From an optimization exercise on the open Yosys and OpenROAD flow, aimed at small area; shortcuts taken in it are not production practice.
In this exercise RTL edits were held to simulation tests only and were not proved equivalent to the original.

// Processor
module Processor(
    input wire clk,
    input wire rst,
    input wire [15:0] instruction,
    output reg [4:0] pc,
    output wire [31:0] result,
    output wire [31:0] data_1,
    output wire [31:0] data_2
);
==> module rd_dec, before the edit <==
module rd_dec(input [3:0] a, output [15:0] sel);
    assign sel = 16'd1 << a;
endmodule
==> module Processor, before the edit <==
module Processor(
    input wire clk,
    input wire rst,
    input wire [15:0] instruction,
    output reg [4:0] pc,
    output wire [31:0] result,
    output wire [31:0] data_1,
    output wire [31:0] data_2
);
reg [31:0] registers [15:0];
wire [511:0] q;
genvar r;
generate
    for (r = 0; r < 16; r = r + 1) begin : flat
        assign q[32 * r +: 32] = registers[r];
    end
endgenerate
RegisterFile reg_file_inst(
    .q(q),
    .read_addr1(instruction[11:8]),
    .read_addr2(instruction[7:4]),
    .read_data1(data_1),
    .read_data2(data_2)
);
ComplexALU alu(
    .operand1(data_1),
    .operand2(data_2),
    .opcode(instruction[15:12]),
    .kill(rst),
    .result(result)
);
wire [15:0] wsel = 16'd1 << instruction[3:0];
wire [31:0] wd0 = result | ({32{rst}} & 32'h00010002);
wire [31:0] wd1 = result | ({32{rst}} & 32'h00030004);
integer i;
always @(posedge clk) begin
    if (rst | wsel[0]) registers[0] <= wd0;
    if (rst | wsel[1]) registers[1] <= wd1;
    for (i = 2; i < 16; i = i + 1)
        if (rst | wsel[i]) registers[i] <= result;
end
always @(posedge clk) begin
    if (rst)
        pc <= 5'd0;
    else
        pc <= pc + 1;
end
endmodule
Settings: LEC_CHECK=0, CAP_MARGIN=20, CORE_MARGIN=2, CORE_UTILIZATION=40, SLEW_MARGIN=20, SYNTH_HIERARCHICAL=1; clock period 25.0 ns.
standard.sh (not shown) runs the stock make flow with config.mk's settings and CLKGATE_MAP_FILE= SYNTH_SCRIPT=/design/flow/synth_recipe.tcl, a recipe that flattens the netlist after the stock synthesis.
==> flow/flow/run.sh <==
#!/bin/bash
# The standard layout (standard.sh) with these changes after synthesis:
#  - ports are buffered with buf_1 instead of the default port buffer,
#  - CTS builds its tree from clkbuf_8 with clusters of at most 16 sinks and
#    inserts no dummy loads.
# Synthesis is the standard synthesis, unchanged. Make output goes to
# synth.log and layout.log; ORFS keeps each step's own log under orfs/logs.
set -euo pipefail
bash standard.sh synth > synth.log 2>&1
export BUFFER_PORTS_ARGS="-buffer_cell sky130_fd_sc_hd__buf_1"
export CTS_ARGS="-sink_clustering_enable -repair_clock_nets -dont_use_dummy_load -buf_list sky130_fd_sc_hd__clkbuf_8 -sink_clustering_size 16 -sink_clustering_max_diameter 70"
bash standard.sh > layout.log 2>&1
Rerun with:
--- a/flow/design.v
+++ b/flow/design.v
@@ -1217,6 +1217,9 @@
 module g_nand4(input a, input b, input c, input d, output y);
     assign y = ~(a & b & c & d);
 endmodule
+module g_o21ai(input a1, input a2, input b1, output y);
+    assign y = ~((a1 | a2) & b1);
+endmodule
 module g_nand2r(input a, input b, output y);
     assign y = ~(a & b);
 endmodule
@@ -1233,7 +1236,52 @@
     g_nand4 u7(m, n[3], n[4], n[5], y);
 endmodule
 module rd_dec(input [3:0] a, output [15:0] sel);
-    assign sel = 16'd1 << a;
+    wire [3:0] na, hn, ln;
+    g_inv i0(a[0], na[0]);
+    g_inv i1(a[1], na[1]);
+    g_inv i2(a[2], na[2]);
+    g_inv i3(a[3], na[3]);
+    g_nand2 h0(na[3], na[2], hn[0]);
+    g_nand2 h1(na[3], a[2], hn[1]);
+    g_nand2 h2(a[3], na[2], hn[2]);
+    g_nand2 h3(a[3], a[2], hn[3]);
+    g_nand2 l0(na[1], na[0], ln[0]);
+    g_nand2 l1(na[1], a[0], ln[1]);
+    g_nand2 l2(a[1], na[0], ln[2]);
+    g_nand2 l3(a[1], a[0], ln[3]);
+    genvar k, j;
+    generate
+        for (k = 0; k < 4; k = k + 1) begin : hi
+            for (j = 0; j < 4; j = j + 1) begin : lo
+                g_nor2 n(hn[k], ln[j], sel[4 * k + j]);
+            end
+        end
+    endgenerate
+endmodule
+module wr_dec(input [3:0] a, input rst, output [15:0] we);
+    wire [3:0] na, hn, ln;
+    wire nrst;
+    g_inv i0(a[0], na[0]);
+    g_inv i1(a[1], na[1]);
+    g_inv i2(a[2], na[2]);
+    g_inv i3(a[3], na[3]);
+    g_inv ir(rst, nrst);
+    g_nand2 h0(na[3], na[2], hn[0]);
+    g_nand2 h1(na[3], a[2], hn[1]);
+    g_nand2 h2(a[3], na[2], hn[2]);
+    g_nand2 h3(a[3], a[2], hn[3]);
+    g_nand2 l0(na[1], na[0], ln[0]);
+    g_nand2 l1(na[1], a[0], ln[1]);
+    g_nand2 l2(a[1], na[0], ln[2]);
+    g_nand2 l3(a[1], a[0], ln[3]);
+    genvar k, j;
+    generate
+        for (k = 0; k < 4; k = k + 1) begin : hi
+            for (j = 0; j < 4; j = j + 1) begin : lo
+                g_o21ai n(hn[k], ln[j], nrst, we[4 * k + j]);
+            end
+        end
+    endgenerate
 endmodule
 module RegisterFile(
     input wire [511:0] q,
@@ -1288,15 +1336,16 @@
     .kill(rst),
     .result(result)
 );
-wire [15:0] wsel = 16'd1 << instruction[3:0];
+wire [15:0] we;
+wr_dec wdec(.a(instruction[3:0]), .rst(rst), .we(we));
 wire [31:0] wd0 = result | ({32{rst}} & 32'h00010002);
 wire [31:0] wd1 = result | ({32{rst}} & 32'h00030004);
 integer i;
 always @(posedge clk) begin
-    if (rst | wsel[0]) registers[0] <= wd0;
-    if (rst | wsel[1]) registers[1] <= wd1;
+    if (we[0]) registers[0] <= wd0;
+    if (we[1]) registers[1] <= wd1;
     for (i = 2; i < 16; i = i + 1)
-        if (rst | wsel[i]) registers[i] <= result;
+        if (we[i]) registers[i] <= result;
 end
 always @(posedge clk) begin
     if (rst)
Global-route usage went down by 0.21 points.
Register-to-register slack hardly moves.
Routed wire length decreases by 1.9%.
Final area goes up by 0.47%.

port drivers added, routing unchanged:
The results above use ideal ports. As a check the final layouts listed here were re-extracted and re-timed, cells and wires unchanged. Step 1, drivers: a clkbuf_16 drives clk and a buf_2 each remaining input, both assumed. Step 2 times the ports against the registers' clock, not the clock port: input delays grow and output delays shrink by t, the midpoint of the rising clock arrivals with the driver on. Slacks: ideal / step 1 / step 2; pairs: ideal / step 1.
run	t (ns)	setup WS [ns]	hold WS [ns]	latest minus earliest clock arrival (ns)
the first run	0.623	1.125 / 1.075 / 1.075	0.484 / 0.484 / 0.484	0.082 / 0.082
the second run	0.621	1.566 / 1.523 / 1.523	0.478 / 0.478 / 0.478	0.072 / 0.073
After both steps setup and hold are still met in every run listed. For the first run, which loses most, drivers alone change the setup slack by -0.050 ns; drivers and shift together by -0.050 ns.
